This is an optimization exercise on Yosys and OpenROAD, whose aim is small area, not a production implementation.
In this exercise RTL edits were held to simulation tests only and were not proved equivalent to the original.

### flow/run.sh
#!/bin/bash
# synth_recipe.tcl (not shown) runs the flow's synth.tcl, then flattens the netlist and writes it again
# the make line also repeats each setting of config.mk as NAME=value (left out here)
make -C /OpenROAD-flow-scripts/flow DESIGN_CONFIG=/design/flow/config.mk WORK_HOME=/design/flow/orfs CLKGATE_MAP_FILE= SYNTH_SCRIPT=/design/flow/synth_recipe.tcl finish
### flow/config.mk
export PLATFORM = sky130hd
export DESIGN_NAME = jpeg_dctq
export DESIGN_NICKNAME = jpeg_dctq
export VERILOG_FILES = /design/flow/design.v
export SDC_FILE = /design/flow/constraint.sdc
export NUM_CORES = 4
export LEC_CHECK = 0
export CAP_MARGIN = 20
export CORE_MARGIN = 2
export CORE_UTILIZATION = 40
export PLACE_DENSITY = 0.6
export SLEW_MARGIN = 20
### flow/constraint.sdc
create_clock -name core_clock -period 11.0 [get_ports {clk}]
set_input_delay 2.2000 -clock core_clock [delete_from_list [all_inputs] [get_ports {clk}]]
set_output_delay 2.2000 -clock core_clock [all_outputs]
set_load 0.01 [all_outputs]
### flow/design.v
module jpeg_dctq (clk, reset, pix_in, coef_out);
  input clk, reset;
  input [63:0] pix_in;
  output [63:0] coef_out;
  reg [2:0] ph;
  reg [2:0] bc;
  always @(posedge clk)
    if (~reset) begin ph <= 3'd0; bc <= 3'd0; end
    else begin
      ph <= ph + 3'd1;
      if (ph == 3'd7 && bc != 3'd4) bc <= bc + 3'd1;
    end
  wire [55:0] d1;
  dct_row row (.in(pix_in), .out(d1));
  reg [63:0] ln0;
  reg [71:0] ln1;
  reg [79:0] ln2;
  reg [87:0] ln3;
  reg [95:0] ln4;
  reg [103:0] ln5;
  reg [111:0] ln6;
  always @(posedge clk) begin
    ln0 <= {ln0[55:0], d1[55:48]};
    ln1 <= {ln1[63:0], d1[47:40]};
    ln2 <= {ln2[71:0], d1[39:32]};
    ln3 <= {ln3[79:0], d1[31:24]};
    ln4 <= {ln4[87:0], d1[23:16]};
    ln5 <= {ln5[95:0], d1[15:8]};
    ln6 <= {ln6[103:0], d1[7:0]};
  end
  wire b0 = (bc == 3'd1);           
  wire [3:0] lsel = b0 ? {1'b0, ph} + 4'd1 : {1'b0, ph};
  reg [63:0] col;
  always @(*) begin
    case (lsel)
      4'd0: col = {(b0 ? 8'd0 : ln0[63:56]), ln0[55:48], ln0[47:40], ln0[39:32], ln0[31:24], ln0[23:16], ln0[15:8], ln0[7:0]};
      4'd1: col = {(b0 ? ln1[7:0] : ln1[71:64]), ln1[63:56], ln1[55:48], ln1[47:40], ln1[39:32], ln1[31:24], ln1[23:16], ln1[15:8]};
      4'd2: col = {(b0 ? ln2[15:8] : ln2[79:72]), ln2[71:64], ln2[63:56], ln2[55:48], ln2[47:40], ln2[39:32], ln2[31:24], ln2[23:16]};
      4'd3: col = {(b0 ? ln3[23:16] : ln3[87:80]), ln3[79:72], ln3[71:64], ln3[63:56], ln3[55:48], ln3[47:40], ln3[39:32], ln3[31:24]};
      4'd4: col = {(b0 ? ln4[31:24] : ln4[95:88]), ln4[87:80], ln4[79:72], ln4[71:64], ln4[63:56], ln4[55:48], ln4[47:40], ln4[39:32]};
      4'd5: col = {(b0 ? ln5[39:32] : ln5[103:96]), ln5[95:88], ln5[87:80], ln5[79:72], ln5[71:64], ln5[63:56], ln5[55:48], ln5[47:40]};
      4'd6: col = {(b0 ? ln6[47:40] : ln6[111:104]), ln6[103:96], ln6[95:88], ln6[87:80], ln6[79:72], ln6[71:64], ln6[63:56], ln6[55:48]};
      default: col = 64'd0;
    endcase
  end
  wire [39:0] d2;
  dct_col cdct (.in(col), .dc(ph == 3'd0), .out(d2));
  reg [39:0] d2r;
  always @(posedge clk) d2r <= d2;
  wire [2:0] uq = ph - 3'd1;
  reg [5:0] q0;
  reg [5:0] q1;
  reg [5:0] q2;
  reg [5:0] q3;
  always @(*) begin
    case (uq)
      3'd0: begin q0 = 6'd32; q1 = 6'd10; q2 = 6'd9; q3 = 6'd9; end
      3'd1: begin q0 = 6'd11; q1 = 6'd10; q2 = 6'd9; q3 = 6'd7; end
      3'd2: begin q0 = 6'd12; q1 = 6'd9; q2 = 6'd8; q3 = 6'd5; end
      3'd3: begin q0 = 6'd8; q1 = 6'd6; q2 = 6'd5; q3 = 6'd4; end
      3'd4: begin q0 = 6'd5; q1 = 6'd4; q2 = 6'd3; q3 = 6'd2; end
      3'd5: begin q0 = 6'd3; q1 = 6'd2; q2 = 6'd2; q3 = 6'd1; end
      3'd6: begin q0 = 6'd2; q1 = 6'd2; q2 = 6'd1; q3 = 6'd1; end
      default: begin q0 = 6'd0; q1 = 6'd0; q2 = 6'd0; q3 = 6'd0; end
    endcase
  end
  wire [7:0] qo0;
  quant qu0 (.in(d2r[39:30]), .q(q0), .out(qo0));
  wire [7:0] qo1;
  quant qu1 (.in(d2r[29:20]), .q(q1), .out(qo1));
  wire [7:0] qo2;
  quant qu2 (.in(d2r[19:10]), .q(q2), .out(qo2));
  wire [7:0] qo3;
  quant qu3 (.in(d2r[9:0]), .q(q3), .out(qo3));
  reg [87:0] zz0;
  reg [87:0] zz1;
  reg [87:0] zz2;
  reg [95:0] zz3;
  always @(posedge clk) begin
    zz0 <= {zz0[79:0], qo0};
    zz1 <= {zz1[79:0], qo1};
    zz2 <= {zz2[79:0], qo2};
    zz3 <= {zz3[87:0], qo3};
  end
  wire [2:0] r = {~ph[2], ph[1:0]};
  wire ob0 = (bc == 3'd3 && !ph[2]) || (bc == 3'd2 && ph[2]);
  wire obn = !ob0;
  wire e0 = obn && r == 3'd0;
  wire e1 = obn && r == 3'd1;
  wire e2 = (obn && r == 3'd2) || (ob0 && r == 3'd0);
  wire e3 = (obn && r == 3'd3) || (ob0 && r == 3'd1);
  wire e5 = (obn && r == 3'd5) || (ob0 && r == 3'd3);
  assign coef_out[63:56] = ({8{e0}} & zz0[87:80]) | ({8{e1}} & zz2[87:80]) | ({8{e2}} & zz1[71:64]) | ({8{e3}} & zz3[87:80]) | ({8{e5}} & zz3[87:80]);
  assign coef_out[55:48] = ({8{e0}} & zz0[79:72]) | ({8{e1}} & zz3[95:88]) | ({8{e2}} & zz2[79:72]) | ({8{e3}} & zz2[79:72]) | ({8{e5}} & zz2[79:72]);
  assign coef_out[47:40] = ({8{e0}} & zz1[87:80]) | ({8{e2}} & zz3[87:80]) | ({8{e3}} & zz1[71:64]) | ({8{e5}} & zz1[71:64]);
  assign coef_out[39:32] = ({8{e0}} & zz2[87:80]) | ({8{e1}} & zz3[87:80]) | ({8{e3}} & zz0[63:56]) | ({8{e5}} & zz2[71:64]);
  assign coef_out[31:24] = ({8{e0}} & zz1[79:72]) | ({8{e1}} & zz2[79:72]) | ({8{e3}} & zz0[55:48]) | ({8{e5}} & zz3[79:72]);
  assign coef_out[23:16] = ({8{e0}} & zz0[71:64]) | ({8{e1}} & zz1[71:64]) | ({8{e3}} & zz1[63:56]);
  assign coef_out[15:8] = ({8{e0}} & zz0[63:56]) | ({8{e1}} & zz0[63:56]) | ({8{e3}} & zz2[71:64]);
  assign coef_out[7:0] = ({8{e0}} & zz1[71:64]) | ({8{e1}} & zz0[55:48]) | ({8{e3}} & zz3[79:72]);
endmodule
module dct_row (in, out);
  input [63:0] in;
  output [55:0] out;
  wire signed [7:0] p0 = in[63:56], p1 = in[55:48], p2 = in[47:40], p3 = in[39:32],
                    p4 = in[31:24], p5 = in[23:16], p6 = in[15:8],  p7 = in[7:0];
  wire signed [8:0] a1 = p0 + p7, a2 = p1 + p6, a3 = p2 + p5, a4 = p3 + p4;
  wire signed [8:0] a5 = p0 - p7, a6 = p1 - p6, a7 = p2 - p5, a8 = p3 - p4;
  wire signed [9:0] b1 = a1 + a4, b2 = a2 + a3, b3 = a1 - a4, b4 = a2 - a3;
  wire signed [10:0] c1 = b1 + b2, c2 = b1 - b2;
  wire signed [17:0] s0 = 45 * c1;
  wire signed [17:0] s4 = 45 * c2;
  wire signed [17:0] s2 = 59 * b3 + 24 * b4;
  wire signed [17:0] s6 = 24 * b3 - 73 * b4;
  wire signed [17:0] s1 = 63 * a5 + 53 * a6 + 36 * a7 + 12 * a8;
  wire signed [17:0] s3 = 53 * a5 - 12 * a6 - 63 * a7 - 36 * a8;
  wire signed [17:0] s5 = 36 * a5 - 63 * a6 + 12 * a7 + 53 * a8;
  rnd9 r0 (s0, out[55:48]);
  rnd9 r1 (s1, out[47:40]);
  rnd9 r2 (s2, out[39:32]);
  rnd9 r3 (s3, out[31:24]);
  rnd9 r4 (s4, out[23:16]);
  rnd9 r5 (s5, out[15:8]);
  rnd9 r6 (s6, out[7:0]);
endmodule
module rnd9 (s, o);
  input [17:0] s;
  output [7:0] o;
  wire up = s[8] & ((|s[7:0]) | ~s[17]);
  assign o = s[16:9] + {7'd0, up};
endmodule
module dct_col (in, dc, out);
  input [63:0] in;
  input dc;
  output [39:0] out;
  wire signed [7:0] x0 = in[63:56], x1 = in[55:48], x2 = in[47:40], x3 = in[39:32],
                    x4 = in[31:24], x5 = in[23:16], x6 = in[15:8],  x7 = in[7:0];
  wire signed [8:0] a1 = x0 + x7, a2 = x1 + x6, a3 = x2 + x5, a4 = x3 + x4;
  wire signed [8:0] a5 = x0 - x7, a6 = x1 - x6, a7 = x2 - x5, a8 = x3 - x4;
  wire signed [9:0] b1 = a1 + a4, b2 = a2 + a3, b3 = a1 - a4, b4 = a2 - a3;
  wire signed [9:0] b5 = a6 + a7, b6 = a5 - a8;
  wire signed [10:0] c1 = b1 + b2;
  wire signed [16:0] m = 45 * c1;
  wire [16:0] md = m + {c1[10], 15'd0};
  wire [9:0] v0 = dc ? md[16:7] : m[14:5];
  wire [9:0] v1 = b5 + {a5, 1'b0};
  wire [9:0] v3 = b6 - {a7, 1'b0};
  wire signed [16:0] t = 56 * b3 + 24 * b4;
  wire f1 = (b3 > 0);
  wire f2 = b4[9];
  wire [16:0] wv = t + {f1, 15'd0} + {f2, 15'd0} + {f2, 16'd0};
  wire inc2 = wv[16] ? (t[4:3] == 2'b11) : t[4];
  wire [9:0] v2 = t[14:5] + {9'd0, inc2};
  assign out = {v0, v1, v2, v3};
endmodule
module quant (in, q, out);
  input [9:0] in;
  input [5:0] q;
  output [7:0] out;
  wire signed [15:0] p = $signed(in) * $signed({1'b0, q});
  wire [14:0] pr = p[14:0] + 15'd63 + {14'd0, ~in[9]};
  assign out = pr[14:7];
endmodule
==> run notes <==
Run status:
- The run finished with no timing, DRC or antenna violations.

Route:
- The number of DRC violations after detailed routing is 0.
- Dividing the detail-routed wire length by the instance count gives 17.1 µm.
- The routed layout has 47157 vias.
- The detailed-routing iteration count for the pre-antenna-repair pass is 12.
- The count of nets left with antenna violations once routing finished came out at 0.
- For this block, the initial DRC count from the detailed router was 2560.
- The final routed wirelength across all metal layers is 164000 µm.
- In the routed layout, each cell is associated on average with a via count of 4.90.

Die:
- The number of placed I/O pins is 130.
- From left edge to right edge, the die measures 410 µm.
- The die is 410 µm tall.
- The area enclosed by the die boundary is 168000 µm².
- After floorplanning, the core was divided into 149 placement rows.
- The initial core utilization is 40.2%.
- The placeable core area is 164000 µm².

Min path:
- The worst min-delay path class is flip-flop to flip-flop.
- The startpoint of the most critical hold path is zz3[24].

Setup path:
- The worst setup path is captured at a flip-flop.
- Among the stages of the critical path, the cell type that occurs most often is sky130_fd_sc_hd__fa_1.
- The worst setup path is launched from an input port.
- The start point of the critical path is pix_in[16].
- The setup path with the least slack is of type input port to flip-flop.
- The number of buffers and inverters on the critical path is 7.
- The longest individual stage delay on the worst path is 540 ps.
- The data arrival time of the critical path is 11030 ps.
- The worst register-to-register path begins at ph[1].
- At the worst endpoint, the required time is 11510 ps.
- The slowest stage cell on the critical path is sky130_fd_sc_hd__fa_1.
- In this design, the largest share of critical-path delay is due to adder cells.
- In this run the worst path has a maximum fanout of 5.

Final layout:
- The fraction of final layout cells sized beyond drive strength 1 is 12.7%.
- The area growth from synthesis to layout is 18.6%.
- For this run, the post-layout net count is 8878.
- The fill cell total of the finished layout is 15295.
- The utilization after layout is 47.7%.

Clocking:
- The number of hold buffers added after CTS was 0.
- The TritonCTS sink count is 1022.
- The clock reaches the later pin of the worst-skew pair after 690 ps.
- Buffers inserted during clock tree synthesis total 94.
- The deepest clock path buffer count is 3.
- The number of levels in the clock H-tree is 3.
- The tree is rooted in a sky130_fd_sc_hd__clkbuf_16.
- The clock-pin slew on the worst setup and hold paths is 60 ps.
- The CTS tree is done.

GRT:
- The number of antenna violations at the first check in global routing is 4.
- The via count of the first global-routing pass is 47828.
- The total congestion overflow is 0.
- The all-layer global routing usage is 19.3%.
- Entering global routing, the biggest net connects 58 pins.
- The first global-routing pass estimated 256000 µm of wire.

Synth:
- The top flip-flop cell by instance count after synthesis is sky130_fd_sc_hd__dfxtp_1.
- Summed over its instances, the top area cell type makes up 31.0% of the synthesized netlist area.
- The total standard cell area after synthesis is 66100 µm².
- The library cell with the largest summed area after synthesis is sky130_fd_sc_hd__dfxtp_1.
- The post-synthesis register bit count is 1022.
- The Yosys warning count is 1.
- After technology mapping, the gate count stands at 6589.
- The share of synthesized registers carrying an async set or reset is 0%.
- Yosys mapped a number of flops with a built-in enable equal to 0.
- In this run the mean area of a mapped cell was 10.0 µm².
- Ranked by total cell area, the synthesized netlist is headed by sky130_fd_sc_hd__dfxtp_1 31%, sky130_fd_sc_hd__ha_1 18%, sky130_fd_sc_hd__fa_1 16%.
- The number of nets handed over by synthesis was 8114.
- The number of library cell types mapped by synthesis is 105.
- Sequential elements use 31.0% of the synthesized area.

Placement:
- The count of port buffers added during placement is 129.
- The global placement routability congestion is 0.923.
- The half-perimeter wire length after placement is 139000 µm.

Timing:
- The final critical path time including I/O delays and setup is 10520 ps.
- At the pin with the least slew margin, the transition time is 1100 ps.
- The final cycle utilization of the critical path is 95.7%.
- The total count of max-transition violations in the final report was 0.
- Setup violations remaining at the end of the flow were counted as 0.
- Setup repair after global routing could not meet its margin everywhere.
- The count of final hold-check violations is 0.
- The maximum clock frequency is 95.0 MHz.
- Between clock sinks in the finished design, the worst skew comes to 61.5 ps.
- Headroom to the max-slew limit came out at 26.4%.
- The final sum of negative setup slack is 0 ps.

Flow run:
- The max-cap violation count is 0.
sequential cells by signal, indices dropped and copies added, names as in the netlist, 72 cells and up:
register and flops:
zz0 88, zz3 96, ln3 88, zz2 88
ln4 96, ln6 112, ln1 72, ln2 80
ln5 104, zz1 88
cells by family after synthesis:
family	share of synthesized area, %
other cells	0.00568
fa+ha+maj	33.5
flops	31.0
xor+xnor	7.64
compound gates	12.2
buf+inv	6.88
mux	0.543
simple gates	8.24
worst reg2reg max path: cells and delay by family (launching register included):
kind | cells | cell delay (ps)
AO/OA/AOI/OAI | 12 | 2480
XOR/XNOR | 6 | 1190
adder cells (fa/ha/maj) | 12 | 3800
buffers and inverters | 7 | 790
flip-flops | 1 | 360
AND/OR/NAND/NOR | 13 | 1740
stage by stage:
| stage | instance area, µm² | hold WS [ps] | std cells | setup slack [ps] |
|---|---|---|---|---|
| floorplan | 66100 | 310 | 6589 | 150 |
| global placement | 74600 | 310 | 9425 | -313 |
| detailed placement | 74600 | 312 | 9425 | -418 |
| CTS | 77900 | 290 | 9597 | 111 |
| global route | 78400 | 300 | 9621 | -61.3 |
| finish | 78400 | 294 | 9621 | 478 |
what timing repair did:
action	in CTS	in global routing
buffers inserted	0	21
endpoints found under the setup margin	0	37
hold endpoints to repair	0	0
gates resized for setup	0	70
worst paths after layout:
path / slack (ps) / end / depth (start not counted)
worst max-delay path: 480 / ln3[4] / 40
worst min-delay path: 290 / zz3[32] / 0
worst max register to register: 640 / d2r[18] / 50
worst min register to register: 290 / zz3[32] / 0
routing by layer:
layer  GRT usage [%]  share of wire, %  routed length (µm)
met4            7.49               4.1                6820
met5               0            0.0067                  11
met3            1.75               3.1                5130
met2            36.3                51               84500
met1            22.4                41               68000
synth_stat cells (all sizes together) (73+ instances only):
library cell and n:
xor2 168, fa 514, o21bai 73, nor2 274
a21o 73, nand3 95, a222oi 120, a22oi 76
inv 1087, clkbuf 104, nor2b 81, ha 945
nand2 304, dfxtp 1022, xnor2 397, nor3 83
o21ai 209, a21oi 317, and2 97
placed cells by master (no fill, tap or decap), types with 27 or more instances in the layout:
| master | n |
|---|---|
| sky130_fd_sc_hd__inv_1 | 1079 |
| sky130_fd_sc_hd__dfxtp_1 | 1020 |
| sky130_fd_sc_hd__ha_1 | 942 |
| sky130_fd_sc_hd__buf_4 | 650 |
| sky130_fd_sc_hd__fa_1 | 514 |
| sky130_fd_sc_hd__xnor2_1 | 385 |
| sky130_fd_sc_hd__nand2_1 | 304 |
| sky130_fd_sc_hd__a21oi_1 | 302 |
| sky130_fd_sc_hd__nor2_1 | 271 |
| sky130_fd_sc_hd__o21ai_0 | 187 |
| sky130_fd_sc_hd__xor2_1 | 163 |
| sky130_fd_sc_hd__clkdlybuf4s50_1 | 129 |
| sky130_fd_sc_hd__a222oi_1 | 120 |
| sky130_fd_sc_hd__and2_1 | 94 |
| sky130_fd_sc_hd__clkbuf_16 | 94 |
| sky130_fd_sc_hd__nand3_1 | 92 |
| sky130_fd_sc_hd__nor3_1 | 82 |
| sky130_fd_sc_hd__nor2b_1 | 78 |
| sky130_fd_sc_hd__a22oi_1 | 76 |
| sky130_fd_sc_hd__a21o_1 | 73 |
| sky130_fd_sc_hd__o21bai_1 | 72 |
| sky130_fd_sc_hd__and3_1 | 52 |
| sky130_fd_sc_hd__nand2b_1 | 46 |
| sky130_fd_sc_hd__a22o_1 | 39 |
| sky130_fd_sc_hd__o21a_1 | 32 |
| sky130_fd_sc_hd__mux2i_1 | 27 |
layout make-up:
cell class                 instances  area (µm²)  share of cell area, %
inverter                        1089        4090                   5.22
sequential                      1022       20500                   26.1
clock buffer                     137        2720                   3.47
antenna                            3        7.51                0.00958
multi-input combinational       4358       41500                   52.9
tap                             2189        2740                   3.49
clock inverter                    35         561                  0.715
timing repair buffer             788        6350                   8.10

==> port drivers added, routing unchanged <==
The results above use ideal ports. As a check the final layout listed here was re-extracted and re-timed, cells and wires unchanged.
Step 1 (the two cells are an assumption about what drives the block):
set clk [get_ports {clk}]
set_driving_cell -lib_cell sky130_fd_sc_hd__clkbuf_16 $clk
set_driving_cell -lib_cell sky130_fd_sc_hd__buf_2 [delete_from_list [all_inputs] $clk]
Step 2 adds t to the input delays and takes it off the output delays; t is the mean of the earliest and latest rising clock arrival at the registers after step 1. Input paths then give back, and output paths get back, about the clock's delay inside the block.
Slacks: ideal / step 1 / step 2; pairs: ideal / step 1.
t, ns: 0.730
slack for setup (ns): 0.478 / 0.523 / -0.207
worst setup path after step 2: input to register
Met with ideal ports but missed after step 2: setup timing in this run. The setup slack of this run moves by +0.045 ns with the drivers and by -0.685 ns with both steps.
